Source: an optimization exercise on an open RTL-to-GDS flow (aim: small area). Production flows keep margins and buffers that such runs may drop. The RTL was checked by simulation tests, not by an equivalence proof against the original design. Power is estimated from default activity; no workload was simulated.

<file path="flow/flow/run.sh">
#!/bin/bash
# Layout flow: the standard flow (standard.sh), with the standard
# synthesis unchanged and two changes after it:
#  - before floorplanning, every combinational cell that synthesis gave a
#    drive strength above 1 starts at its smallest size (downsize.tcl); the
#    resizer's later timing and design repairs size up again where needed;
#    the buffers synthesis inserted are removed (REMOVE_ABC_BUFFERS);
#  - the port buffers are buf_1 cells.
# Each tool's output goes to a log file of its own in this folder.
set -euo pipefail
here=$(pwd)
bash standard.sh synth > synth.log 2>&1
bash standard.sh PRE_FLOORPLAN_TCL="$here/flow/downsize.tcl" REMOVE_ABC_BUFFERS=1 \
    "BUFFER_PORTS_ARGS=-buffer_cell sky130_fd_sc_hd__buf_1" finish > layout.log 2>&1
</file>
<file path="flow/flow/downsize.tcl">
# Sourced by ORFS's floorplan.tcl (PRE_FLOORPLAN_TCL) right after the
# synthesised netlist is loaded: swap each combinational cell above drive
# strength 1 for the same function at the smallest drive strength.
set db [ord::get_db]
set block [ord::get_db_block]
set n 0
foreach inst [$block getInsts] {
  set name [[$inst getMaster] getName]
  if {![regexp {^(sky130_fd_sc_hd__[a-z0-9]+)_([0-9]+)$} $name -> base drive]} { continue }
  if {$drive <= 1} { continue }
  if {[regexp {__(df|edf|sdf|dl|sedf|ha|fa)} $base]} { continue }
  foreach d {1 0} {
    set m [$db findMaster ${base}_$d]
    if {$m ne "NULL" && $m ne ""} {
      $inst swapMaster $m
      incr n
      break
    }
  }
}
puts "downsize.tcl: $n cells set to their smallest drive strength"
</file>
<file path="flow/standard.sh">
#!/bin/bash
# synth_recipe.tcl (not shown) runs the flow's synth.tcl, then flattens the netlist and writes it again
# the make line also repeats each setting of config.mk as NAME=value (left out here)
make -C /OpenROAD-flow-scripts/flow DESIGN_CONFIG=/design/flow/config.mk WORK_HOME=/design/flow/orfs CLKGATE_MAP_FILE= SYNTH_SCRIPT=/design/flow/synth_recipe.tcl "${@:-finish}"
</file>
<file path="flow/config.mk">
export PLATFORM = sky130hd
export DESIGN_NAME = sobel_accel
export DESIGN_NICKNAME = sobel_accel
export VERILOG_FILES = /design/flow/design.v
export SDC_FILE = /design/flow/constraint.sdc
export NUM_CORES = 4
export LEC_CHECK = 0
export CAP_MARGIN = 20
export CORE_MARGIN = 2
export CORE_UTILIZATION = 70
export CTS_CLUSTER_DIAMETER = 100
export CTS_CLUSTER_SIZE = 30
export GPL_TIMING_DRIVEN = 1
export SLEW_MARGIN = 20
export SYNTH_HIERARCHICAL = 1
</file>
<file path="flow/constraint.sdc">
create_clock -name core_clock -period 9.0 [get_ports {clk}]
set_input_delay 1.8000 -clock core_clock [delete_from_list [all_inputs] [get_ports {clk}]]
set_output_delay 1.8000 -clock core_clock [all_outputs]
set_load 0.01 [all_outputs]
</file>
<file path="flow/design.v">
module FA(input wire a, b, c, output wire s, co);
    assign s = a ^ b ^ c;
    assign co = (a & b) | (a & c) | (b & c);
endmodule
module HA(input wire a, b, output wire s, co);
    assign s = a ^ b;
    assign co = a & b;
endmodule
module XNOR2(input wire a, b, output wire y);
    assign y = ~(a ^ b);
endmodule
module OR2(input wire a, b, output wire y);
    assign y = a | b;
endmodule
module ADD8 #(parameter CI = 0) (input wire [7:0] x, y, output wire [8:0] s);
    wire [7:1] c;
    generate
        if (CI) begin : g1
            XNOR2 hs (.a(x[0]), .b(y[0]), .y(s[0]));
            OR2   hc (.a(x[0]), .b(y[0]), .y(c[1]));
        end else begin : g0
            HA h (.a(x[0]), .b(y[0]), .s(s[0]), .co(c[1]));
        end
    endgenerate
    genvar i;
    generate
        for (i = 1; i < 7; i = i + 1) begin : f
            FA a (.a(x[i]), .b(y[i]), .c(c[i]), .s(s[i]), .co(c[i+1]));
        end
    endgenerate
    FA a7 (.a(x[7]), .b(y[7]), .c(c[7]), .s(s[7]), .co(s[8]));
endmodule
module ADD3 (input wire [8:0] x, y, z, output wire [9:0] u);
    wire [8:1] s;
    wire [8:0] c;
    wire [9:2] k;
    FA a0 (.a(x[0]), .b(y[0]), .c(z[0]), .s(u[0]), .co(c[0]));
    genvar i;
    generate
        for (i = 1; i < 9; i = i + 1) begin : csa
            FA a (.a(x[i]), .b(y[i]), .c(z[i]), .s(s[i]), .co(c[i]));
        end
    endgenerate
    HA h1 (.a(s[1]), .b(c[0]), .s(u[1]), .co(k[2]));
    generate
        for (i = 2; i < 9; i = i + 1) begin : cpa
            FA a (.a(s[i]), .b(c[i-1]), .c(k[i]), .s(u[i]), .co(k[i+1]));
        end
    endgenerate
    assign u[9] = c[8] ^ k[9];
endmodule
module MAJ(input wire a, b, c, output wire y);
    assign y = (a & b) | (a & c) | (b & c);
endmodule
module AND2(input wire a, b, output wire y);
    assign y = a & b;
endmodule
module FIN (input wire [9:0] pn, qn, output wire [6:0] mp, mq, output wire selp, sat);
    wire [6:0] up = pn[6:0], uq = qn[6:0];
    wire np = pn[8], nq = qn[8];
    wire [7:1] c, d;
    assign c[1] = uq[0] | ~up[0];
    assign d[1] = uq[0] | up[0];
    wire [6:1] ap1, aq1;
    assign ap1[1] = up[0];
    assign aq1[1] = uq[0];
    genvar i;
    generate for (i = 1; i < 7; i = i + 1) begin : ch
        MAJ mc (.a(uq[i]), .b(~up[i]), .c(c[i]), .y(c[i+1]));
        MAJ md (.a(uq[i]), .b(up[i]), .c(d[i]), .y(d[i+1]));
    end endgenerate
    generate for (i = 1; i < 6; i = i + 1) begin : ac
        AND2 ap (.a(ap1[i]), .b(up[i]), .y(ap1[i+1]));
        AND2 aq (.a(aq1[i]), .b(uq[i]), .y(aq1[i+1]));
    end endgenerate
    assign mp[0] = ~up[0];
    assign mq[0] = ~uq[0];
    generate for (i = 1; i < 7; i = i + 1) begin : mb
        assign mp[i] = ~(up[i] ^ (np & ~ap1[i]));
        assign mq[i] = ~(uq[i] ^ (nq & ~aq1[i]));
    end endgenerate
    assign selp = np ^ ((np ^ nq) ? ~d[7] : c[7]);
    wire lop = &up;
    wire loq = &uq;
    wire satp = ~((pn[9:7] == 3'b101) | ((pn[9:7] == 3'b110) & ~lop));
    wire satq = ~((qn[9:7] == 3'b101) | ((qn[9:7] == 3'b110) & ~loq));
    assign sat = satp | satq;
endmodule
module MUXI1(input wire s, a, b, output wire y);
    assign y = ~(s ? b : a);
endmodule
module MUX1(input wire s, a, b, output wire y);
    assign y = s ? b : a;
endmodule
module O22AI(input wire a1, a2, b1, b2, output wire y);
    assign y = ~((a1 | a2) & (b1 | b2));
endmodule
module A222OI(input wire a1, a2, b1, b2, c1, c2, output wire y);
    assign y = ~((a1 & a2) | (b1 & b2) | (c1 & c2));
endmodule
module NAND3B(input wire an, b, c, output wire y);
    assign y = ~(~an & b & c);
endmodule
module NAND2(input wire a, b, output wire y);
    assign y = ~(a & b);
endmodule
module NAND4B(input wire an, b, c, d, output wire y);
    assign y = ~(~an & b & c & d);
endmodule
module OMUX1(input wire an, bn, c, d, rp, rq, nsa, nsb, sc, sd, sp, sq, ns, output wire y);
    wire y1, y2, y3;
    O22AI  g1 (.a1(an), .a2(nsa), .b1(bn), .b2(nsb), .y(y1));
    A222OI g2 (.a1(c), .a2(sc), .b1(d), .b2(sd), .c1(rp), .c2(sp), .y(y2));
    NAND2  g3 (.a(rq), .b(sq), .y(y3));
    NAND4B g4 (.an(y1), .b(y2), .c(y3), .d(ns), .y(y));
endmodule
module MUXI32(input wire s, input wire [31:0] a, b, output wire [31:0] y);
    genvar i;
    generate for (i = 0; i < 32; i = i + 1) begin : g
        MUXI1 m (.s(s), .a(a[i]), .b(b[i]), .y(y[i]));
    end endgenerate
endmodule
module MUX32(input wire s, input wire [31:0] a, b, output wire [31:0] y);
    genvar i;
    generate for (i = 0; i < 32; i = i + 1) begin : g
        MUX1 m (.s(s), .a(a[i]), .b(b[i]), .y(y[i]));
    end endgenerate
endmodule
module OMUX0(input wire an, bn, c, d, nsa, nsb, sc, sd, ns, output wire y);
    wire y1, y2;
    O22AI  g1 (.a1(an), .a2(nsa), .b1(bn), .b2(nsb), .y(y1));
    A22OI  g2 (.a1(c), .a2(sc), .b1(d), .b2(sd), .y(y2));
    NAND3B g3 (.an(y1), .b(y2), .c(ns), .y(y));
endmodule
module A22OI(input wire a1, a2, b1, b2, output wire y);
    assign y = ~((a1 & a2) | (b1 & b2));
endmodule
module OMUX32(input wire [31:0] an, bn, c, d, rp, rq, input wire nsa, nsb, sc, sd,
              input wire [3:0] sp, sq, ns, output wire [31:0] y);
    genvar i;
    generate for (i = 0; i < 32; i = i + 1) begin : g
        if (i % 8 == 0) begin : b0
            OMUX0 m (.an(an[i]), .bn(bn[i]), .c(c[i]), .d(d[i]),
                     .nsa(nsa), .nsb(nsb), .sc(sc), .sd(sd), .ns(ns[i/8]), .y(y[i]));
        end else begin : b
            OMUX1 m (.an(an[i]), .bn(bn[i]), .c(c[i]), .d(d[i]), .rp(rp[i]), .rq(rq[i]),
                     .nsa(nsa), .nsb(nsb), .sc(sc), .sd(sd), .sp(sp[i/8]), .sq(sq[i/8]),
                     .ns(ns[i/8]), .y(y[i]));
        end
    end endgenerate
endmodule
module SOBEL (input wire [31:0] t, m, b, output wire [6:0] mp0, mq0, mp1, mq1,
                  output wire sp0, sp1, sat0, sat1);
    wire [7:0] t0 = t[31:24];
    wire [7:0] t1 = t[23:16];
    wire [7:0] t2 = t[15:8];
    wire [7:0] t3 = t[7:0];
    wire [7:0] b0 = b[31:24];
    wire [7:0] b1 = b[23:16];
    wire [7:0] b2 = b[15:8];
    wire [7:0] b3 = b[7:0];
    wire [7:0] mh2 = m[15:8], mh3 = m[7:0];
    wire [7:0] ml0 = ~m[31:24], ml1 = ~m[23:16];
    wire [8:0] dd0, ad0;
    ADD8 #(.CI(1)) udd0 (.x(t1), .y(b0), .s(dd0));
    ADD8 #(.CI(0)) uad0 (.x(t0), .y(b1), .s(ad0));
    wire [8:0] dd1, ad1;
    ADD8 #(.CI(1)) udd1 (.x(t2), .y(b1), .s(dd1));
    ADD8 #(.CI(1)) uad1 (.x(t1), .y(b2), .s(ad1));
    wire [8:0] dd2, ad2;
    ADD8 #(.CI(1)) udd2 (.x(t3), .y(b2), .s(dd2));
    ADD8 #(.CI(0)) uad2 (.x(t2), .y(b3), .s(ad2));
    wire [8:0] e0;
    ADD8 #(.CI(0)) ue0 (.x(mh2), .y(ml0), .s(e0));
    wire [8:0] e1;
    ADD8 #(.CI(0)) ue1 (.x(mh3), .y(ml1), .s(e1));
    wire [9:0] up0, uq0;
    ADD3 usp0 (.x(dd0), .y(dd1), .z(e0), .u(up0));
    ADD3 usq0 (.x(ad0), .y(ad1), .z(~e0), .u(uq0));
    FIN uf0 (.pn(up0), .qn(uq0), .mp(mp0), .mq(mq0), .selp(sp0), .sat(sat0));
    wire [9:0] up1, uq1;
    ADD3 usp1 (.x(dd1), .y(dd2), .z(e1), .u(up1));
    ADD3 usq1 (.x(ad1), .y(ad2), .z(~e1), .u(uq1));
    FIN uf1 (.pn(up1), .qn(uq1), .mp(mp1), .mq(mq1), .selp(sp1), .sat(sat1));
endmodule
module SOBELX (input wire [31:0] t, m, b, output wire [6:0] mp0, mq0, mp1, mq1,
                  output wire sp0, sp1, sat0, sat1);
    wire [7:0] t0 = t[31:24];
    wire [7:0] t1 = t[23:16];
    wire [7:0] t2 = t[15:8];
    wire [7:0] t3 = t[7:0];
    wire [7:0] b0 = b[31:24];
    wire [7:0] b1 = b[23:16];
    wire [7:0] b2 = b[15:8];
    wire [7:0] b3 = b[7:0];
    wire [7:0] mh2 = ~m[15:8], mh3 = ~m[7:0];
    wire [7:0] ml0 = m[31:24], ml1 = m[23:16];
    wire [8:0] dd0, ad0;
    ADD8 #(.CI(1)) udd0 (.x(t1), .y(b0), .s(dd0));
    ADD8 #(.CI(0)) uad0 (.x(t0), .y(b1), .s(ad0));
    wire [8:0] dd1, ad1;
    ADD8 #(.CI(1)) udd1 (.x(t2), .y(b1), .s(dd1));
    ADD8 #(.CI(1)) uad1 (.x(t1), .y(b2), .s(ad1));
    wire [8:0] dd2, ad2;
    ADD8 #(.CI(1)) udd2 (.x(t3), .y(b2), .s(dd2));
    ADD8 #(.CI(0)) uad2 (.x(t2), .y(b3), .s(ad2));
    wire [8:0] e0;
    ADD8 #(.CI(0)) ue0 (.x(mh2), .y(ml0), .s(e0));
    wire [8:0] e1;
    ADD8 #(.CI(0)) ue1 (.x(mh3), .y(ml1), .s(e1));
    wire [9:0] up0, uq0;
    ADD3 usp0 (.x(dd0), .y(dd1), .z(e0), .u(up0));
    ADD3 usq0 (.x(ad0), .y(ad1), .z(~e0), .u(uq0));
    FIN uf0 (.pn(up0), .qn(uq0), .mp(mp0), .mq(mq0), .selp(sp0), .sat(sat0));
    wire [9:0] up1, uq1;
    ADD3 usp1 (.x(dd1), .y(dd2), .z(e1), .u(up1));
    ADD3 usq1 (.x(ad1), .y(ad2), .z(~e1), .u(uq1));
    FIN uf1 (.pn(up1), .qn(uq1), .mp(mp1), .mq(mq1), .selp(sp1), .sat(sat1));
endmodule
module sobel_accel(
        input   wire    [ 2:0]   addr,
        output  reg     [31:0]   rdata,
        input   wire    [31:0]   wdata,
        input   wire             cs,
        input   wire             read,
        input   wire             write,
        input   wire             clk,
        input   wire             rst
);
    reg [31:0] data0, data1, data2, data3, data4, data5;
    always @(posedge clk)
        if (cs & write)
            case (addr)
                3'd0: data0 <= wdata;
                3'd1: data1 <= wdata;
                3'd2: data2 <= wdata;
                3'd3: data3 <= wdata;
                3'd4: data4 <= wdata;
                3'd5: data5 <= wdata;
            endcase
    wire [2:0] ra = addr;
    wire h = ra[2] & (ra[0] | ~ra[1]);
    wire [31:0] ra_n, rb_n, rc_, rd_;
    MUXI32 ma (.s(h), .a(data0), .b(data2), .y(ra_n));
    MUXI32 mb (.s(h), .a(data1), .b(data3), .y(rb_n));
    MUX32  mc (.s(h), .a(data2), .b(data4), .y(rc_));
    MUX32  md (.s(h), .a(data3), .b(data5), .y(rd_));
    wire [6:0] p00, p01, p10, p11, q00, q01, q10, q11;
    wire e00, e01, e10, e11;                     
    wire t00, t01, t10, t11;                     
    SOBEL  U0 (.t(ra_n), .m(rb_n), .b(rc_), .mp0(p00), .mq0(q00), .mp1(p01), .mq1(q01),
               .sp0(e00), .sp1(e01), .sat0(t00), .sat1(t01));
    SOBELX U1 (.t(rb_n), .m(rc_),  .b(rd_), .mp0(p10), .mq0(q10), .mp1(p11), .mq1(q11),
               .sp0(e10), .sp1(e11), .sat0(t10), .sat1(t11));
    wire [31:0] resp = {p00, 1'b0, p01, 1'b0, p10, 1'b0, p11, 1'b0};
    wire [31:0] resq = {q00, 1'b0, q01, 1'b0, q10, 1'b0, q11, 1'b0};
    wire sa = ~ra[2] & ~ra[1] & ~ra[0];
    wire sb = ~ra[2] & ~ra[1] & ra[0];
    wire ss = ra[2] & ra[1];
    wire sc = (ra[2] ^ ra[1]) & ~ra[0];    
    wire sd = (ra[2] ^ ra[1]) & ra[0];     
    wire [3:0] sel = {e00, e01, e10, e11};
    wire [3:0] nsat = ~({t00, t01, t10, t11} & {4{ss}});
    wire [31:0] rd_next;
    OMUX32 mo (.an(ra_n), .bn(rb_n), .c(rc_), .d(rd_), .rp(resp), .rq(resq),
               .nsa(~sa), .nsb(~sb), .sc(sc), .sd(sd), .sp(sel & {4{ss}}), .sq(~sel & {4{ss}}),
               .ns(nsat), .y(rd_next));
    always @(posedge clk) rdata <= rd_next;
endmodule
</file>
==> summary.txt, run 1 <==
DRC viols = 0
Vias/cell = 6.14
Fin. Hold Viols = 0
ANT nets after route = 0
Total Power = 6.10 mW
Peak Freq = 115 MHz
Slew @ Worst Pin = 0.851 ns
Placed inst area = 17600 um^2
Syn-to-layout area delta = 9.76%
Overflow after GRT = 0
Critical path data arrival time = 9.08 ns
Drt total wl = 38.7 mm
Final Max Slew Viols = 0
Final hold slack = 0.698 ns
Drt pass-1 iters = 12
DR WL/cell = 24.0 um
Core Footprint = 22800 um^2
Layout cell share with drive strength beyond 1 = 7.14%
Clock Pin Slew Worst Setup and Hold Paths = 0.10 ns
Final setup fails = 0
Outcome = timing/DRC/antenna clean
CP max FO = 12
Setup Fix Bufs, Post-CTS = 0
CP endpoint kind = flip-flop
Req. time, crit path = 9.40 ns
Final Cell Area = 17900 um^2
Dpl ws = -0.147 ns
Starting Density = 71.6%
Worst path max stage delay = 0.54 ns
Clock Path Buffers = 3
Crit Path Category = primary input to flip-flop
Peak VDD IR = 0.260 mV
Portion of total power attributed to sequential cells = 20.4%
Max Cap Viol = 0
Ant diodes = 0
Slowest stage cell, crit path = fa_1
Mapped Avg Cell Area = 14.1 um^2
Worst hold path type = flip-flop to flip-flop
Critical path launch point type = primary input
RSZ-0062 raised after global routing = false
Fin crit share = 96.3%
DIE AREA = 24500 um^2
P_sw = 2.64 mW
Syn Inst Count = 1153
TritonCTS clock tree = done
Synth Cell Area = 16300 um^2
Internal = 3.46 mW
Sw Ratio = 43.3%
Initial antenna violation count = 0
H-tree depth = 1
Root Buffer = clkbuf_16
Pwr dens = 341 nW/um^2
All-Layer GR Usage = 33.6%
Clk pwr share = 8.7%
NumNets Final = 1596
Sink Count = 224
Height of the chip = 157 um
First-pass GRT wire length = 59.7 mm
# fillers = 1409
CTS Buf Count = 11
# IOs = 72
Setup WS post-layout = 0.329 ns
Clock Latency Late Sink = 0.48 ns
Most common cell after layout, fill and taps aside = fa_1
Die Wd = 157 um
Setup TNS = 0 ns
Pin count of the biggest net entering global routing = 49
Row count = 55
Number of global-route vias before repair = 10620
Port Buf Inserts = 69
Via count = 9917
Most common cell on crit path = fa_1
Post-layout min period = 8.67 ns
Skew final = 0.0239 ns
Starting DRT DRC Count = 1036
Slew margin rel. = 41.6%
Global placement routability congestion = 0.954
P_leak = 6.52 nW
Ys Warns = 7
Power share of the combinational group = 70.8%
Commonest non-fill, non-tap cells in the layout = 238 x fa_1, 192 x edfxtp_1, 102 x inv_1
HPWL Detailed = 30.8 mm
[final cells by class]
cell class | count | area (um^2) | area share (%)
clock buffer | 16 | 294 | 1.64
clock inverter | 1 | 16.3 | 0.0909
inverter | 102 | 383 | 2.14
multi-input combinational | 818 | 9530 | 53.2
sequential | 224 | 6410 | 35.8
tap | 313 | 392 | 2.19
timing repair buffer | 141 | 875 | 4.89
[what timing repair did]
action                                  in CTS  in global routing
resized for setup                            0                  2
endpoints found under the setup margin       0                  3
hold buffers                                 0                  0
[per-stage QoR]
| stage | util (%) | std cells |
|---|---|---|
| 2_1_floorplan | - | 1144 |
| 3_3_place_gp | 77.2 | 1598 |
| 3_5_place_dp | 77.2 | 1598 |
| 4_1_cts | 78.5 | 1615 |
| 5_1_grt | 78.5 | 1615 |
| 6_report | 78.5 | 1615 |
[registers in the layout, summed over array words and instances, names as in the netlist]
| register | count |
|---|---|
| data0 | 32 |
| rdata | 32 |
| data5 | 32 |
| data3 | 32 |
| data4 | 32 |
| data2 | 32 |
| data1 | 32 |
[critical path: cells and delay by family]
kind	cells	cell delay, ns
fa+ha+maj	10	4.40
simple gates	7	1.57
buf+inv	6	0.78
mux	1	0.42
compound gates	1	0.07
[power by group through the flow]
stage | Sequential, mW | Combinational, mW | Clock [mW]
global placement | 1.26 | 4.12 | 0
global route | 1.25 | 4.71 | 0.575
CTS | 1.25 | 4.25 | 0.542
finish | 1.25 | 4.32 | 0.534
detailed placement | 1.27 | 4.22 | 0
floorplan | 1.31 | 3.14 | 0
[worst paths after layout]
check / depth (start not counted) / end / startpoint / slack (ns)
max: 25 / rdata[22] / addr[0] / 0.33
min: 3 / rdata[0] / data5[0] / 0.70
max reg2reg: 19 / rdata[11] / data2[24] / 1.86
min reg2reg: 3 / rdata[0] / data5[0] / 0.70
[layer usage]
metal | vias to the layer above | global-route usage (%) | part of all wire (%)
li1 | 4359 | - | -
met1 | 4966 | 45.1 | 39
met2 | 490 | 56.1 | 49
met3 | 102 | 5.34 | 7.6
met4 | 0 | 12.8 | 4.2
met5 | - | 0 | 0
==> run 2: changes to the inputs <==
--- a/flow/config.mk
+++ b/flow/config.mk
@@ -10,6 +10,6 @@
 export CORE_UTILIZATION = 70
 export CTS_CLUSTER_DIAMETER = 100
 export CTS_CLUSTER_SIZE = 30
-export GPL_TIMING_DRIVEN = 1
+export GPL_TIMING_DRIVEN = 0
 export SLEW_MARGIN = 20
 export SYNTH_HIERARCHICAL = 1
==> summary.txt, run 2 <==
HPWL Detailed = 31.0 mm
Final Max Slew Viols = 0
Max Cap Viol = 0
Outcome = timing/DRC/antenna clean
Synth Cell Area = 16300 um^2
Drt pass-1 iters = 12
Root Buffer = clkbuf_16
CP max FO = 12
Worst hold path type = flip-flop to flip-flop
Fin crit share = 98.5%
Fin. Hold Viols = 0
Row count = 55
First-pass GRT wire length = 60.0 mm
Starting Density = 71.6%
ANT nets after route = 0
Final setup fails = 0
Peak VDD IR = 0.330 mV
Initial antenna violation count = 0
Sink Count = 224
# IOs = 72
Area occupied by multi-input gates = 9630 um^2
Global placement routability congestion = 0.942
Worst r2r src = data3[16]
NumNets Final = 1559
Syn-to-layout area delta = 9.40%
Peak Freq = 113 MHz
H-tree depth = 1
Number of global-route vias before repair = 10430
Drt total wl = 39.4 mm
Via count = 9879
CTS Buf Count = 11
Vias/cell = 6.26
Clock Pin Slew Worst Setup and Hold Paths = 0.10 ns
DR WL/cell = 25.0 um
Ys Warns = 7
DRC viols = 0
Setup crit start = addr[0]
Most common cell after layout, fill and taps aside = fa_1
Slew @ Worst Pin = 0.904 ns
# fillers = 1428
Post-layout min period = 8.86 ns
Critical path data arrival time = 9.19 ns
Crit Path Category = primary input to flip-flop
Port Buf Inserts = 69
P_leak = 6.39 nW
Pin count of the biggest net entering global routing = 51
DIE AREA = 24500 um^2
Hold path startpoint = data5[0]
CP endpoint kind = flip-flop
Pwr dens = 349 nW/um^2
All-Layer GR Usage = 33.7%
Height of the chip = 157 um
Layout cell share with drive strength beyond 1 = 6.80%
Flip-flop and latch area = 6410 um^2
TritonCTS clock tree = done
Final hold slack = 0.695 ns
Skew final = 0.0264 ns
Req. time, crit path = 9.33 ns
Critical path launch point type = primary input
Die Wd = 157 um
Mapped Avg Cell Area = 14.1 um^2
Total Power = 6.22 mW
Ant diodes = 0
Clock Path Buffers = 3
Overflow after GRT = 0
Commonest non-fill, non-tap cells in the layout = 228 x fa_1, 192 x edfxtp_1, 102 x inv_1
Slew margin rel. = 38.0%
Starting DRT DRC Count = 1087
Core Footprint = 22800 um^2
Clock Latency Late Sink = 0.49 ns
Syn Inst Count = 1153
==> run 2: timing repair <==
item / 4_1_cts / 5_1_grt
endpoints found under the setup margin: 32 / 32
setup buffers: 3 / 12
pin swaps: 2 / 6
gates cloned: 2 / 1
hold endpoints to repair: 0 / 0
gates resized for setup: 14 / 20
hold buffers: 0 / 0
==> run 2: final cells by class <==
class | count | share of cell area, %
well taps | 313 | 2.20
inverters | 102 | 2.15
multi-input cells | 819 | 54.0
flip-flops and latches | 224 | 35.9
clock inverters | 1 | 0.0912
clock buffers | 15 | 1.63
repair buffers | 103 | 4.04
==> run 2: final timing paths <==
kind / endpoint / slack [ns] / depth (start not counted)
max: rdata[14] / 0.14 / 21
min: rdata[0] / 0.70 / 3
max reg2reg: rdata[14] / 1.90 / 17
min reg2reg: rdata[0] / 0.70 / 3
==> run 2: metal layers <==
layer / track usage (%) / vias to the layer above / share of wire, %
met2: 55.8 / 531 / 49
li1: - / 4289 / -
met1: 46.0 / 4947 / 39
met4: 13.1 / 0 / 4.5
met5: 0 / - / 0
met3: 5.07 / 112 / 8.5
==> run 2: report_power, final <==
group	total [mW]	switching [mW]	leakage, nW	internal [mW]
Clock	0.537	0.303	0.148	0.233
Sequential	1.24	0.0226	2.00	1.22
Combinational	4.44	2.40	4.24	2.04
==> run 2: worst max-delay path: stages <==
cell	delay [ns]
buf_2	0.19
nand2b_2	0.20
and2_4	0.27
buf_16	0.19
mux2_1	0.40
or2_1	0.26
fa_1	0.39
fa_1	0.41
fa_1	0.42
fa_1	0.41
fa_1	0.40
fa_1	0.41
fa_1	0.64
fa_1	0.49
fa_1	0.47
fa_2	0.58
xor2_1	0.18
nand3_1	0.14
or4_1	0.59
nand2_4	0.17
nand4b_1	0.18
==> run 2: per-stage QoR <==
stage,instances,utilization (%),area [um^2],setup slack (ns),TNS (ns)
after floorplan,1144,-,16300,-3.27,-102.98
after global placement,1526,74.3,16900,-6.30,-192.83
after detailed placement,1543,75.8,17300,-1.46,-40.85
after CTS,1564,77.6,17700,0.00646,0
after global routing,1577,78.3,17800,-0.0108,-0.0237
final,1577,78.3,17800,0.135,0
==> run 3: changes to the inputs <==
--- a/flow/config.mk
+++ b/flow/config.mk
@@ -7,9 +7,9 @@
 export LEC_CHECK = 0
 export CAP_MARGIN = 20
 export CORE_MARGIN = 2
-export CORE_UTILIZATION = 70
+export CORE_UTILIZATION = 78
 export CTS_CLUSTER_DIAMETER = 100
 export CTS_CLUSTER_SIZE = 30
-export GPL_TIMING_DRIVEN = 0
+export GPL_TIMING_DRIVEN = 1
 export SLEW_MARGIN = 20
 export SYNTH_HIERARCHICAL = 1
==> summary.txt, run 3 <==
Max Cap Viol = 0
DRC viols = 0
Syn-to-layout area delta = 9.47%
Most common cell on crit path = fa_1
Dpl ws = -0.176 ns
Row count = 52
Slowest stage cell, crit path = fa_2
Highest routed layer = met5
Worst hold path type = flip-flop to flip-flop
Peak VDD IR = 0.296 mV
Height of the chip = 149 um
Worst path max stage delay = 0.74 ns
NumNets Final = 1594
CP delay by family, top = adder cells
RSZ-0062 raised after global routing = false
P_leak = 6.52 nW
Via count = 10853
Crit Path Category = primary input to flip-flop
Starting Density = 80.0%
Clock Latency Late Sink = 0.49 ns
Fin crit share = 98.8%
Hold Crit Depth = 3
DR WL/cell = 27.9 um
Setup Fix Bufs, Post-CTS = 0
Starting DRT DRC Count = 1508
Final setup fails = 0
Hold path startpoint = data5[0]
Pwr dens = 356 nW/um^2
Most common cell after layout, fill and taps aside = fa_1
Setup crit start = addr[0]
Critical path launch point type = primary input
CP max FO = 41
Layout cell share with drive strength beyond 1 = 7.24%
Sink Count = 224
Routed length on met3 = 4.74 mm
Synth Cell Area = 16300 um^2
All-Layer GR Usage = 41.7%
Commonest non-fill, non-tap cells in the layout = 238 x fa_1, 192 x edfxtp_1, 102 x inv_1
Worst r2r src = data2[16]
TritonCTS clock tree = done
Vias/cell = 6.92
First-pass GRT wire length = 67.2 mm
Slew @ Worst Pin = 0.893 ns
Pin count of the biggest net entering global routing = 49
CTS Buf Count = 11
Die Wd = 149 um
Outcome = timing/DRC/antenna clean
Core Footprint = 20400 um^2
Crit-path cells = buf_1, nand2b_1, and2_4, buf_4, buf_12, mux2i_1, inv_1, fa_1, fa_1, fa_1, fa_1, fa_1, fa_1, inv_1, fa_1, fa_1, fa_2, nor2b_1, nor3_1, a21oi_1, and2_1, a222oi_1, nand4b_1
CTS Hold Bufs = 0
Initial antenna violation count = 1
Setup TNS = 0 ns
Crit. path cell count = 23
Number of global-route vias before repair = 11830
Clock Pin Slew Worst Setup and Hold Paths = 0.10 ns
Slew margin rel. = 38.8%
Post-layout min period = 8.90 ns
Reg2reg path depth = 18
Req. time, crit path = 9.32 ns
Critical path data arrival time = 9.22 ns
DIE AREA = 22100 um^2
Fin. Hold Viols = 0
Routed wl met2 = 21.1 mm
Clock Path Buffers = 3
Ys Warns = 7
Mapped Avg Cell Area = 14.1 um^2
ANT nets after route = 0
Port Buf Inserts = 69
Drt total wl = 43.7 mm
HPWL Detailed = 32.2 mm
Peak Freq = 112 MHz
Setup WS post-layout = 0.105 ns
CP endpoint kind = flip-flop
Skew final = 0.0138 ns
Root Buffer = clkbuf_16
Worst path bufs/invs = 5
Ant diodes = 0
Overflow after GRT = 0
Final Max Slew Viols = 0
Syn Inst Count = 1153
# IOs = 72
H-tree depth = 1
M1 wire length = 14.7 mm
Drt pass-1 iters = 9
Global placement routability congestion = 0.974
## run 3: final timing paths
path                                  end  slack [ns]
worst max-delay path            rdata[23]        0.10
worst min-delay path             rdata[0]        0.74
worst max register to register  rdata[23]        1.60
worst min register to register   rdata[0]        0.74
## run 3: what timing repair did
item	CTS	global route
endpoints found under the hold margin	0	0
setup endpoints to repair	0	13
gates resized for setup	0	4
## run 3: worst reg2reg max path: cells and delay by family (launching register included)
family / cells / cell delay (ns)
and+or+nand+nor: 4 / 1.06
DFF: 1 / 0.42
adders and majority gates: 10 / 4.62
buffers and inverters: 1 / 0.21
muxes: 1 / 0.42
AOI/OAI and AO/OA: 2 / 0.50
## run 3: through the flow
step	std cells	hold WS, ns	utilization, %	area (um^2)	total power, mW
2_1_floorplan	1144	0.592	-	16300	4.44
3_3_place_gp	1552	0.656	85.9	17500	5.33
3_5_place_dp	1552	0.711	85.9	17500	5.54
4_1_cts	1568	0.735	87.4	17800	6.19
5_1_grt	1569	0.759	87.6	17800	6.67
6_report	1569	0.737	87.6	17800	6.35
## run 3: cell type report
class	instances	area [um^2]
Inverter	102	383
Tap cell	270	338
Sequential cell	224	6410
Clock inverter	2	20.0
Timing Repair Buffer	139	880
Fill cell	904	2520
Clock buffer	14	287
Multi-Input combinational cell	818	9530
## run 3: report_power, final
group          switching (mW)  total, mW  internal [mW]
sequential             0.0276       1.25           1.22
combinational            2.54       4.56           2.02
clock                   0.304      0.536          0.232
total                    2.87       6.35           3.48
## run 3: per-layer routing
layer  vias to the layer above  global-route usage, %
li1                       4351                      -
met1                      5321                   53.0
met2                       911                   68.2
met3                       268                   7.82
met4                         2                   24.9
met5                         -                      0
==> run 4: changes to the inputs <==
--- a/flow/config.mk
+++ b/flow/config.mk
@@ -7,7 +7,7 @@
 export LEC_CHECK = 0
 export CAP_MARGIN = 20
 export CORE_MARGIN = 2
-export CORE_UTILIZATION = 78
+export CORE_UTILIZATION = 75
 export CTS_CLUSTER_DIAMETER = 100
 export CTS_CLUSTER_SIZE = 30
 export GPL_TIMING_DRIVEN = 1
==> summary.txt, run 4 <==
Fin util = 83.9%
DR WL/cell = 26.0 um
CP endpoint kind = flip-flop
Commonest non-fill, non-tap cells in the layout = 239 x fa_1, 192 x edfxtp_1, 102 x inv_1
CP max FO = 13
Met3 Resource Use GR = 5.66%
P_sw = 2.71 mW
Mapped Avg Cell Area = 14.1 um^2
Total Power = 6.14 mW
CTS Hold Bufs = 0
Skew final = 0.0184 ns
Setup WS post-layout = 0.212 ns
H-tree depth = 1
Root Buffer = clkbuf_16
NumNets Final = 1587
Fin crit share = 97.6%
Overflow after GRT = 0
Layout cell share with drive strength beyond 1 = 6.42%
Core Footprint = 21200 um^2
First-pass GRT wire length = 62.2 mm
Flip-flop and latch area = 6410 um^2
Via count = 10325
Setup TNS = 0 ns
TritonCTS clock tree = done
GR peak layer = met2
Height of the chip = 151 um
Max Cap Viol = 0
# IOs = 72
Synth Cell Area = 16300 um^2
Area occupied by multi-input gates = 9520 um^2
Worst r2r src = data2[16]
Req. time, crit path = 9.34 ns
Clk pwr share = 8.8%
CP endpoint = rdata[2]
Syn Inst Count = 1153
HPWL Detailed = 31.6 mm
Final Cell Area = 17700 um^2
Final setup fails = 0
All-Layer GR Usage = 37.7%
Non-Filler Instances = 1568
Drt total wl = 40.7 mm
Fin. Hold Viols = 0
DIE AREA = 22900 um^2
Peak Freq = 114 MHz
Pwr dens = 346 nW/um^2
Reg2reg path depth = 19
Worst flop-to-flop path endpoint = rdata[2]
Syn-to-layout area delta = 8.88%
Clock Pin Slew Worst Setup and Hold Paths = 0.11 ns
Final hold slack = 0.679 ns
RSZ-0062 raised after global routing = false
Global placement routability congestion = 0.978
Worst hold path type = flip-flop to flip-flop
Initial antenna violation count = 1
Port Buf Inserts = 69
Dpl cells = 1551
# fillers = 1107
M2 GR Usage = 62.4%
Crit Path Category = primary input to flip-flop
Outcome = timing/DRC/antenna clean
M1 GR Usage = 49.4%
Internal = 3.43 mW
Drt pass-1 iters = 10
Die Wd = 151 um
Critical path launch point type = primary input
Power share of the combinational group = 70.9%
Portion of total power attributed to sequential cells = 20.3%
Vias/cell = 6.58
Pin count of the biggest net entering global routing = 36
Row count = 53
Clock Path Buffers = 3
Peak VDD IR = 0.286 mV
Clock Latency Late Sink = 0.49 ns
Placed inst area = 17400 um^2
Setup Fix Bufs, Post-CTS = 0
Most common cell after layout, fill and taps aside = fa_1
CTS Buf Count = 11
Sw Ratio = 44.1%
DRC viols = 0
Starting DRT DRC Count = 1059
ANT nets after route = 0
Slew @ Worst Pin = 0.816 ns
P_leak = 6.47 nW
Number of global-route vias before repair = 11096
Dpl ws = -0.196 ns
Ant diodes = 0
Starting Density = 77.1%
Critical path data arrival time = 9.13 ns
Final Max Slew Viols = 0
Ys Warns = 7
Slew margin rel. = 44.0%
Post-layout min period = 8.79 ns
Setup crit start = addr[0]
R2r setup slk = 1.75 ns
Sink Count = 224
-- run 4: cell types whose count changed in the layout (fill, tap and decap cells not counted), sizes merged --
cell and delta:
buf -7, clkbuf +2, inv -1
-- run 4: critical path, cell delays in order --
cell	delay [ns]
buf_1	0.09
nand2b_1	0.13
and2_4	0.30
buf_4	0.21
mux2_1	0.48
fa_1	0.45
fa_1	0.42
fa_1	0.40
fa_1	0.43
fa_1	0.43
fa_1	0.40
fa_1	0.55
inv_1	0.08
fa_1	0.48
fa_1	0.44
fa_1	0.67
nor2b_1	0.23
nor3_1	0.18
a21oi_1	0.08
and2_1	0.27
a222oi_1	0.40
nand4b_1	0.20
-- run 4: how the worst min path moves through the flow --
stage,cells after the start,startpoint,end
6_report,3,data5[0],rdata[0]
5_1_grt,3,data5[0],rdata[0]
4_1_cts,3,data5[0],rdata[0]
3_5_place_dp,3,data5[0],rdata[0]
3_3_place_gp,3,data5[0],rdata[0]
2_1_floorplan,3,data5[0],rdata[0]
-- run 4: power groups by stage --
stage          sequential (mW)  combinational [mW]  clock (mW)
5_1_grt                   1.25                4.70       0.580
4_1_cts                   1.25                4.25       0.549
6_report                  1.25                4.36       0.541
3_3_place_gp              1.26                4.06           0
3_5_place_dp              1.27                4.20           0
2_1_floorplan             1.31                3.14           0
-- run 4: layer usage --
layer  routed length (um)  vias up  part of all wire [%]
met4                 2270        0                   5.6
met3                 3910      158                   9.6
li1                     -     4338                     -
met5                    0        -                     0
met1                14500     5087                    36
met2                20000      742                    49
-- run 4: final cells by class --
type	count	area share, %
clock buffers	16	1.66
clock inverters	1	0.0916
inverters	102	2.16
multi-input cells	818	53.7
flip-flops and latches	224	36.1
well taps	275	1.94
repair buffers	132	4.41
-- run 4: repair_timing --
action,4_1_cts,5_1_grt
resized for setup,0,1
endpoints found under the hold margin,0,0
setup endpoints to repair,0,1
==> run 5: changes to the inputs <==
--- a/flow/config.mk
+++ b/flow/config.mk
@@ -5,11 +5,11 @@
 export SDC_FILE = /design/flow/constraint.sdc
 export NUM_CORES = 4
 export LEC_CHECK = 0
-export CAP_MARGIN = 20
+export CAP_MARGIN = 0
 export CORE_MARGIN = 2
 export CORE_UTILIZATION = 75
 export CTS_CLUSTER_DIAMETER = 100
 export CTS_CLUSTER_SIZE = 30
 export GPL_TIMING_DRIVEN = 1
-export SLEW_MARGIN = 20
+export SLEW_MARGIN = 0
 export SYNTH_HIERARCHICAL = 1
==> summary.txt, run 5 <==
Outcome = timing/DRC/antenna clean
Core Footprint = 21200 um^2
Clock Path Buffers = 3
Drt total wl = 40.7 mm
Worst path max stage delay = 0.67 ns
Port Buf Inserts = 69
HPWL Detailed = 31.6 mm
Commonest non-fill, non-tap cells in the layout = 239 x fa_1, 192 x edfxtp_1, 102 x inv_1
Root Buffer = clkbuf_16
Clk pwr share = 8.8%
Crit Path Category = primary input to flip-flop
Number of global-route vias before repair = 11096
Final Max Slew Viols = 0
Peak VDD IR = 0.286 mV
TritonCTS clock tree = done
First-pass GRT wire length = 62.2 mm
Pwr dens = 346 nW/um^2
Final setup fails = 0
Slew @ Worst Pin = 0.816 ns
Skew final = 0.0184 ns
Max Cap Viol = 0
Fin crit share = 97.6%
Mapped Avg Cell Area = 14.1 um^2
Critical path launch point type = primary input
Row count = 53
Initial antenna violation count = 1
Dpl cells = 1551
NumNets Final = 1587
Sw Ratio = 44.1%
P_sw = 2.71 mW
CTS Buf Count = 11
DRC viols = 0
Slew margin rel. = 44.0%
Power share of the combinational group = 70.9%
CP endpoint kind = flip-flop
Die Wd = 151 um
Non-Filler Instances = 1568
CTS Hold Bufs = 0
Slowest stage cell, crit path = fa_1
Crit-path cells = buf_1, nand2b_1, and2_4, buf_4, mux2_1, fa_1, fa_1, fa_1, fa_1, fa_1, fa_1, fa_1, inv_1, fa_1, fa_1, fa_1, nor2b_1, nor3_1, a21oi_1, and2_1, a222oi_1, nand4b_1
Via count = 10325
Clock Latency Late Sink = 0.49 ns
Ant diodes = 0
Pin count of the biggest net entering global routing = 36
Internal = 3.43 mW
Final hold slack = 0.679 ns
Global placement routability congestion = 0.978
ANT nets after route = 0
All-Layer GR Usage = 37.7%
Vias/cell = 6.58
Critical path data arrival time = 9.13 ns
Overflow after GRT = 0
Most common cell on crit path = fa_1
Syn-to-layout area delta = 8.88%
H-tree depth = 1
Worst hold path type = flip-flop to flip-flop
Syn Inst Count = 1153
Synth Cell Area = 16300 um^2
Peak Freq = 114 MHz
Post-layout min period = 8.79 ns
Dpl ws = -0.196 ns
Total Power = 6.14 mW
Sink Count = 224
P_leak = 6.47 nW
Height of the chip = 151 um
CP max FO = 13
Drt pass-1 iters = 10
Ys Warns = 7
Setup WS post-layout = 0.212 ns
Fin util = 83.9%
DR WL/cell = 26.0 um
DIE AREA = 22900 um^2
Starting Density = 77.1%
Starting DRT DRC Count = 1059
Portion of total power attributed to sequential cells = 20.3%
# IOs = 72
Fin. Hold Viols = 0
Layout cell share with drive strength beyond 1 = 6.42%
Req. time, crit path = 9.34 ns
Clock Pin Slew Worst Setup and Hold Paths = 0.11 ns
RSZ-0062 raised after global routing = false
Most common cell after layout, fill and taps aside = fa_1
run 5: power groups by stage:
stage / logic (mW) / clock network, mW / registers [mW]
2_1_floorplan: 3.14 / 0 / 1.31
3_5_place_dp: 4.20 / 0 / 1.27
6_report: 4.36 / 0.541 / 1.25
3_3_place_gp: 4.06 / 0 / 1.26
5_1_grt: 4.70 / 0.580 / 1.25
4_1_cts: 4.25 / 0.549 / 1.25
run 5: layer usage:
layer	wire length, um	global-route usage [%]
met3	3910	5.66
met2	20000	62.4
met1	14500	49.4
met4	2270	18.6
met5	0	0
run 5: metrics by stage:
stage | instance area [um^2] | setup TNS, ns
final | 17700 | 0
after global routing | 17700 | 0
after CTS | 17700 | 0
after detailed placement | 17400 | -3.31
after global placement | 17400 | 0
after floorplan | 16300 | -102.98
run 5: path summary, 6_finish.rpt:
check,startpoint,to,slack (ns),depth (start not counted)
worst min-delay path,data5[0],rdata[0],0.68,3
worst max register to register,data2[16],rdata[2],1.75,19
worst max-delay path,addr[0],rdata[2],0.21,22
worst min register to register,data5[0],rdata[0],0.68,3
run 5: worst max-delay path, delay by kind of cell:
| family | cells | cell delay, ns |
|---|---|---|
| mux | 1 | 0.48 |
| buf+inv | 3 | 0.38 |
| fa+ha+maj | 10 | 4.67 |
| simple gates | 6 | 1.31 |
| compound gates | 2 | 0.48 |
run 5: layout make-up:
| type | instances | area [um^2] |
|---|---|---|
| clock inverter | 1 | 16.3 |
| clock buffer | 16 | 294 |
| tap | 275 | 344 |
| sequential | 224 | 6410 |
| fill | 1107 | 3410 |
| timing repair buffer | 132 | 782 |
| multi-input combinational | 818 | 9520 |
| inverter | 102 | 383 |
run 5: repair_timing:
action	4_1_cts	5_1_grt
resized for setup	0	1
endpoints found under the setup margin	0	1
setup buffers	0	0
==> run 6: changes to the inputs <==
--- a/flow/config.mk
+++ b/flow/config.mk
@@ -5,11 +5,11 @@
 export SDC_FILE = /design/flow/constraint.sdc
 export NUM_CORES = 4
 export LEC_CHECK = 0
-export CAP_MARGIN = 0
+export CAP_MARGIN = 10
 export CORE_MARGIN = 2
 export CORE_UTILIZATION = 75
 export CTS_CLUSTER_DIAMETER = 100
 export CTS_CLUSTER_SIZE = 30
 export GPL_TIMING_DRIVEN = 1
-export SLEW_MARGIN = 0
+export SLEW_MARGIN = 10
 export SYNTH_HIERARCHICAL = 1
==> summary.txt, run 6 <==
Portion of total power attributed to sequential cells = 20.3%
Clock Pin Slew Worst Setup and Hold Paths = 0.11 ns
Root Buffer = clkbuf_16
Final setup fails = 0
Initial antenna violation count = 1
Most common cell on crit path = fa_1
Overflow after GRT = 0
Number of global-route vias before repair = 11096
All-Layer GR Usage = 37.7%
Max Cap Viol = 0
HPWL Detailed = 31.6 mm
CP endpoint kind = flip-flop
Critical path launch point type = primary input
Mapped Avg Cell Area = 14.1 um^2
Starting DRT DRC Count = 1059
Area occupied by multi-input gates = 9520 um^2
Worst hold path type = flip-flop to flip-flop
CTS Buf Count = 11
Sw Ratio = 44.1%
Clk pwr share = 8.8%
Slew margin rel. = 44.0%
Worst flop-to-flop path endpoint = rdata[2]
Vias/cell = 6.58
Hold path startpoint = data5[0]
Power share of the combinational group = 70.9%
Slew @ Worst Pin = 0.816 ns
CP delay by family, top = adder cells
Drt pass-1 iters = 10
Commonest non-fill, non-tap cells in the layout = 239 x fa_1, 192 x edfxtp_1, 102 x inv_1
Reg2reg path depth = 19
Ant diodes = 0
Final Max Slew Viols = 0
Synth Cell Area = 16300 um^2
Worst path max stage delay = 0.67 ns
Fin util = 83.9%
Syn Inst Count = 1153
Req. time, crit path = 9.34 ns
Pwr dens = 346 nW/um^2
Internal = 3.43 mW
P_leak = 6.47 nW
Worst r2r src = data2[16]
Ys Warns = 7
Peak VDD IR = 0.286 mV
Pin count of the biggest net entering global routing = 36
Port Buf Inserts = 69
Via count = 10325
DIE AREA = 22900 um^2
Drt total wl = 40.7 mm
RSZ-0062 raised after global routing = false
CP max FO = 13
Sink Count = 224
Non-Filler Instances = 1568
Starting Density = 77.1%
Outcome = timing/DRC/antenna clean
Post-layout min period = 8.79 ns
DRC viols = 0
Crit Path Category = primary input to flip-flop
Worst hold path endpoint = rdata[0]
Core Footprint = 21200 um^2
R2r setup slk = 1.75 ns
TritonCTS clock tree = done
Final hold slack = 0.679 ns
Clock Path Buffers = 3
Most common cell after layout, fill and taps aside = fa_1
P_sw = 2.71 mW
Clock Latency Late Sink = 0.49 ns
Slowest stage cell, crit path = fa_1
NumNets Final = 1587
Fin crit share = 97.6%
Height of the chip = 151 um
Global placement routability congestion = 0.978
Syn-to-layout area delta = 8.88%
Fin. Hold Viols = 0
Die Wd = 151 um
DR WL/cell = 26.0 um
Total Power = 6.14 mW
Hold Crit Depth = 3
# IOs = 72
Worst path bufs/invs = 3
Skew final = 0.0184 ns
Critical path data arrival time = 9.13 ns
Peak Freq = 114 MHz
Dpl cells = 1551
# fillers = 1107
Flip-flop and latch area = 6410 um^2
First-pass GRT wire length = 62.2 mm
ANT nets after route = 0
Layout cell share with drive strength beyond 1 = 6.42%
Crit-path cells = buf_1, nand2b_1, and2_4, buf_4, mux2_1, fa_1, fa_1, fa_1, fa_1, fa_1, fa_1, fa_1, inv_1, fa_1, fa_1, fa_1, nor2b_1, nor3_1, a21oi_1, and2_1, a222oi_1, nand4b_1
H-tree depth = 1
Row count = 53
-- run 6: how the worst max path moves through the flow --
| stage | startpoint | end | slack, ns | cells past startpoint |
|---|---|---|---|---|
| after floorplan | addr[0] | rdata[1] | -3.27 | 18 |
| after global placement | addr[0] | rdata[26] | 0.002 | 19 |
| after detailed placement | addr[0] | rdata[31] | -0.20 | 19 |
| after CTS | addr[0] | rdata[31] | 0.26 | 19 |
| after global routing | addr[0] | rdata[2] | 0.03 | 22 |
| final | addr[0] | rdata[2] | 0.21 | 22 |
-- run 6: what timing repair did --
item	4_1_cts	5_1_grt
hold buffers	0	0
buffers inserted	0	0
gates resized for setup	0	1
setup endpoints to repair	0	1
-- run 6: per-stage QoR --
| step | setup WS [ns] | area [um^2] | setup TNS [ns] |
|---|---|---|---|
| 2_1_floorplan | -3.27 | 16300 | -102.98 |
| 3_3_place_gp | 0.00188 | 17400 | 0 |
| 3_5_place_dp | -0.196 | 17400 | -3.31 |
| 4_1_cts | 0.260 | 17700 | 0 |
| 5_1_grt | 0.0266 | 17700 | 0 |
| 6_report | 0.212 | 17700 | 0 |
-- run 6: worst min-delay path, cell delays in order, from the launching register on --
cell,delay [ns]
edfxtp_1,0.33
mux2_1,0.16
a22oi_1,0.07
nand3b_1,0.08
-- run 6: cell type report --
class / instances / share of cell area, %
multi-input cells: 818 / 53.7
inverters: 102 / 2.16
clock buffers: 16 / 1.66
clock inverters: 1 / 0.0916
repair buffers: 132 / 4.41
well taps: 275 / 1.94
flip-flops and latches: 224 / 36.1
-- run 6: power by group through the flow --
stage	Sequential (mW)	Combinational [mW]	Clock [mW]
floorplan	1.31	3.14	0
global placement	1.26	4.06	0
detailed placement	1.27	4.20	0
CTS	1.25	4.25	0.549
global route	1.25	4.70	0.580
finish	1.25	4.36	0.541
-- run 6: layer usage --
metal  share of wire, %  global-route usage (%)  up-vias
li1                   -                       -     4338
met1                 36                    49.4     5087
met4                5.6                    18.6        0
met3                9.6                    5.66      158
met5                  0                       0        -
met2                 49                    62.4      742
==> run 7: changes to the inputs <==
==> flow/config.mk (replaced) <==
export PLATFORM = sky130hd
export DESIGN_NAME = sobel_accel
export DESIGN_NICKNAME = sobel_accel
export VERILOG_FILES = /design/flow/design.v
export SDC_FILE = /design/flow/constraint.sdc
export NUM_CORES = 4
export LEC_CHECK = 0
export CAP_MARGIN = 20
export CORE_MARGIN = 2
export CORE_UTILIZATION = 75
export CTS_CLUSTER_DIAMETER = 90
export CTS_CLUSTER_SIZE = 36
export GPL_TIMING_DRIVEN = 1
export SLEW_MARGIN = 20
export SYNTH_HIERARCHICAL = 1
==> summary.txt, run 7 <==
Outcome = timing/DRC/antenna clean
Crit Path Category = primary input to flip-flop
Syn-to-layout area delta = 8.97%
ANT nets after route = 0
TritonCTS clock tree = done
Syn Inst Count = 1153
CP max FO = 13
Commonest non-fill, non-tap cells in the layout = 239 x fa_1, 192 x edfxtp_1, 102 x inv_1
Peak Freq = 114 MHz
Global placement routability congestion = 0.978
Peak VDD IR = 0.273 mV
RSZ-0062 raised after global routing = false
Sink Count = 224
Most common cell after layout, fill and taps aside = fa_1
Clock Path Buffers = 3
CTS Buf Count = 10
Skew final = 0.0278 ns
Placed inst area = 17400 um^2
Drt total wl = 40.5 mm
Core Footprint = 21200 um^2
Starting Density = 77.1%
# IOs = 72
Pin count of the biggest net entering global routing = 36
Root Buffer = clkbuf_16
Number of global-route vias before repair = 11130
Worst path max stage delay = 0.67 ns
Worst hold path type = flip-flop to flip-flop
Post-layout min period = 8.81 ns
Critical path data arrival time = 9.15 ns
Fin crit share = 97.9%
Setup WS post-layout = 0.192 ns
H-tree depth = 1
Final Max Slew Viols = 0
Crit-path cells = buf_1, nand2b_1, and2_4, buf_4, mux2_1, fa_1, fa_1, fa_1, fa_1, fa_1, fa_1, fa_1, inv_1, fa_1, fa_1, fa_1, nor2b_1, nor3_1, a21oi_1, and2_1, a222oi_1, nand4b_1
CP endpoint kind = flip-flop
First-pass GRT wire length = 62.0 mm
Vias/cell = 6.58
Flip-flop and latch area = 6410 um^2
Clock Latency Late Sink = 0.49 ns
Worst path bufs/invs = 3
Initial antenna violation count = 0
DIE AREA = 22900 um^2
DRC viols = 0
Final Cell Area = 17800 um^2
Port Buf Inserts = 69
Clock Pin Slew Worst Setup and Hold Paths = 0.11 ns
Overflow after GRT = 0
CTS Hold Bufs = 0
Drt pass-1 iters = 9
Layout cell share with drive strength beyond 1 = 6.50%
NumNets Final = 1586
CP delay by family, top = adder cells
HPWL Detailed = 31.6 mm
Ant diodes = 0
Setup Fix Bufs, Post-CTS = 0
Final hold slack = 0.680 ns
Mapped Avg Cell Area = 14.1 um^2
Slew margin rel. = 41.1%
Pwr dens = 347 nW/um^2
All-Layer GR Usage = 37.5%
Ys Warns = 7
Die Wd = 151 um
DR WL/cell = 25.8 um
Post_cts resized = 0
Dpl ws = -0.196 ns
Via count = 10316
Synth Cell Area = 16300 um^2
Height of the chip = 151 um
Final setup fails = 0
Most common cell on crit path = fa_1
Slowest stage cell, crit path = fa_1
Req. time, crit path = 9.35 ns
Slew @ Worst Pin = 0.859 ns
Critical path launch point type = primary input
Fin. Hold Viols = 0
# fillers = 1117
Starting DRT DRC Count = 1152
P_leak = 6.48 nW
Fin util = 84.0%
Row count = 53
Max Cap Viol = 0
Area occupied by multi-input gates = 9520 um^2
run 7: cell types whose count changed in the layout (fill, tap and decap cells not counted), sizes merged:
cell | before | now
bufinv | 0 | 1
clkbuf | 16 | 14
run 7: metal layers:
metal	share of wire (%)	up-vias	GRT usage, %
met5	0	-	0
met4	6.2	0	18.5
met3	9.8	171	6.11
met2	49	738	63.1
met1	35	5055	48.0
li1	-	4352	-
run 7: worst paths after layout:
path / slack, ns / to / startpoint / cells after the start
hold / removal: 0.68 / rdata[0] / data5[0] / 3
hold reg to reg: 0.68 / rdata[0] / data5[0] / 3
setup reg to reg: 1.71 / rdata[2] / data2[16] / 19
setup / recovery: 0.19 / rdata[2] / addr[0] / 22
run 7: tightest hold or removal path, stage by stage (launching register included):
cell and delay (ns):
edfxtp_1 0.34, mux2_1 0.16, a22oi_1 0.07, nand3b_1 0.08
run 7: area by class of cell:
type / count / share of cell area [%]
repair buffers: 132 / 4.40
flip-flops and latches: 224 / 36.1
clock buffers: 14 / 1.61
well taps: 275 / 1.94
multi-input cells: 818 / 53.6
inverters: 102 / 2.16
clock inverters: 2 / 0.218
run 7: power breakdown:
group          switching [mW]  internal (mW)  total, mW
registers              0.0246           1.22       1.25
clock network           0.295          0.258      0.553
logic                    2.39           1.97       4.36
run 7: stage by stage:
stage / instances / total power, mW / setup TNS [ns]
global placement: 1551 / 5.32 / 0
detailed placement: 1551 / 5.47 / -3.31
global route: 1567 / 6.56 / 0
finish: 1567 / 6.16 / 0
CTS: 1567 / 6.07 / 0
floorplan: 1144 / 4.44 / -102.98
==> run 8: changes to the inputs <==
--- a/flow/config.mk
+++ b/flow/config.mk
@@ -8,8 +8,9 @@
 export CAP_MARGIN = 20
 export CORE_MARGIN = 2
 export CORE_UTILIZATION = 75
-export CTS_CLUSTER_DIAMETER = 90
-export CTS_CLUSTER_SIZE = 36
+export CTS_BUF_LIST = sky130_fd_sc_hd__clkbuf_16 sky130_fd_sc_hd__clkbuf_8 sky130_fd_sc_hd__clkbuf_4
+export CTS_CLUSTER_DIAMETER = 100
+export CTS_CLUSTER_SIZE = 30
 export GPL_TIMING_DRIVEN = 1
 export SLEW_MARGIN = 20
 export SYNTH_HIERARCHICAL = 1
==> summary.txt, run 8 <==
Req. time, crit path = 9.34 ns
Internal = 3.45 mW
Clock Path Buffers = 3
Die Wd = 151 um
Post-layout min period = 8.79 ns
Core Footprint = 21200 um^2
Fin crit share = 97.7%
CP endpoint kind = flip-flop
Overflow after GRT = 0
Syn-to-layout area delta = 9.00%
Sink Count = 224
GR peak layer = met2
Portion of total power attributed to sequential cells = 20.2%
# IOs = 72
Crit Path Category = primary input to flip-flop
NumNets Final = 1587
Clk pwr share = 9.1%
Post_cts resized = 0
Drt pass-1 iters = 9
RSZ-0062 raised after global routing = false
Mapped Avg Cell Area = 14.1 um^2
CP max FO = 13
Worst r2r src = data2[16]
Slew @ Worst Pin = 0.841 ns
P_sw = 2.71 mW
Worst path max stage delay = 0.66 ns
Global placement routability congestion = 0.978
Dpl cells = 1551
Slowest stage cell, crit path = fa_1
Port Buf Inserts = 69
Ant diodes = 0
Ys Warns = 7
Power share of the combinational group = 70.7%
Worst hold path type = flip-flop to flip-flop
TritonCTS clock tree = done
H-tree depth = 1
Final hold slack = 0.681 ns
Starting Density = 77.1%
Pwr dens = 347 nW/um^2
Fin util = 84.0%
Vias/cell = 6.57
Slew margin rel. = 42.3%
Critical path data arrival time = 9.13 ns
Fin. Hold Viols = 0
DRC viols = 0
Synth Cell Area = 16300 um^2
Final setup fails = 0
Syn Inst Count = 1153
Number of global-route vias before repair = 11119
Critical path launch point type = primary input
Final Max Slew Viols = 0
Commonest non-fill, non-tap cells in the layout = 239 x fa_1, 192 x edfxtp_1, 102 x inv_1
Setup Fix Bufs, Post-CTS = 0
Via count = 10304
Layout cell share with drive strength beyond 1 = 6.81%
M1 GR Usage = 49.3%
Skew final = 0.0163 ns
Clock Pin Slew Worst Setup and Hold Paths = 0.11 ns
DR WL/cell = 25.9 um
Outcome = timing/DRC/antenna clean
Setup crit start = addr[0]
Max Cap Viol = 0
Crit-path cells = buf_1, nand2b_1, and2_4, buf_4, mux2_1, fa_1, fa_1, fa_1, fa_1, fa_1, fa_1, fa_1, inv_1, fa_1, fa_1, fa_1, nor2b_1, nor3_1, a21oi_1, and2_1, a222oi_1, nand4b_1
M2 GR Usage = 62.3%
Most common cell after layout, fill and taps aside = fa_1
Pin count of the biggest net entering global routing = 36
CTS Buf Count = 11
All-Layer GR Usage = 37.8%
Non-Filler Instances = 1568
ANT nets after route = 0
Most common cell on crit path = fa_1
Met3 Resource Use GR = 5.69%
Hold path startpoint = data5[0]
Row count = 53
First-pass GRT wire length = 62.3 mm
P_leak = 6.48 nW
DIE AREA = 22900 um^2
Root Buffer = clkbuf_16
CTS Hold Bufs = 0
Drt total wl = 40.6 mm
Initial antenna violation count = 1
# fillers = 1111
HPWL Detailed = 31.6 mm
Height of the chip = 151 um
Total Power = 6.16 mW
Sw Ratio = 44.0%
Clock Latency Late Sink = 0.49 ns
Peak VDD IR = 0.246 mV
Peak Freq = 114 MHz
Starting DRT DRC Count = 1405
-- run 8: power groups by stage --
stage | combinational (mW) | sequential [mW] | clock (mW)
finish | 4.35 | 1.25 | 0.558
global placement | 4.06 | 1.26 | 0
detailed placement | 4.20 | 1.27 | 0
global route | 4.70 | 1.25 | 0.595
CTS | 4.25 | 1.25 | 0.564
floorplan | 3.14 | 1.31 | 0
-- run 8: layout make-up --
class,count,area (um^2),share of cell area (%)
multi-input combinational,818,9520,53.6
sequential,224,6410,36.1
timing repair buffer,132,782,4.40
inverter,102,383,2.15
tap,275,344,1.94
clock buffer,16,313,1.76
clock inverter,1,16.3,0.0915
-- run 8: per-layer routing --
| metal | vias up | wire length [um] |
|---|---|---|
| met1 | 5114 | 14600 |
| met3 | 170 | 3760 |
| li1 | 4339 | - |
| met5 | - | 0 |
| met4 | 0 | 2480 |
| met2 | 681 | 19800 |
-- run 8: path summary, 6_finish.rpt --
check                  end  cells after the start  slack [ns]
setup reg to reg  rdata[2]                     19        1.73
hold reg to reg   rdata[0]                      3        0.68
setup / recovery  rdata[2]                     22        0.21
hold / removal    rdata[0]                      3        0.68
-- run 8: stage by stage --
stage	setup TNS, ns	worst slack [ns]	instance area, um^2
after floorplan	-102.98	-3.27	16300
after global placement	0	0.00188	17400
after detailed placement	-3.31	-0.196	17400
after CTS	0	0.272	17800
after global routing	0	0.0257	17800
final	0	0.210	17800
-- run 8: worst max-delay path, delay by kind of cell --
family	cells	cell delay (ns)
and+or+nand+nor	6	1.32
AOI/OAI and AO/OA	2	0.48
buffers and inverters	3	0.37
muxes	1	0.48
adders and majority gates	10	4.66

[re-timing with driven ports]
In the flow no input, the clock included, has a driving cell. The finished layouts below were timed again as built, in two steps. Step 1 assumes that a clkbuf_16 drives the clock port and a buf_2 every other input. Step 2 moves the port delays by t, midway between the first and last clock arrival at a register: inputs arrive t later, outputs are due t later. That takes back most of the time a late clock gives input paths. Three values: ideal, step 1, step 2; two values: the first two.
run	shift t [ns]	setup WS [ns]	hold WS [ns]	worst slew at a driven data input, ns	pins driven straight from the clock port
run 1	0.521	0.329 / 0.356 / -0.165	0.698 / 0.698 / 0.698	0.04	1
run 2	0.522	0.135 / 0.158 / -0.364	0.695 / 0.695 / 0.695	0.04	1
run 3	0.526	0.105 / 0.126 / -0.400	0.737 / 0.737 / 0.737	0.04	1
run 4	0.525	0.212 / 0.236 / -0.289	0.679 / 0.679 / 0.679	0.04	1
run 5	0.525	0.212 / 0.236 / -0.289	0.679 / 0.679 / 0.679	0.04	1
run 6	0.525	0.212 / 0.236 / -0.289	0.679 / 0.679 / 0.679	0.04	1
run 7	0.528	0.192 / 0.216 / -0.312	0.680 / 0.680 / 0.680	0.04	1
run 8	0.528	0.210 / 0.236 / -0.292	0.681 / 0.681 / 0.681	0.04	1
With both steps, setup timing fails in every run listed, where it was met with ideal ports. The setup slack of run 3, which loses most, moves by +0.021 ns with the drivers and by -0.505 ns with both steps.
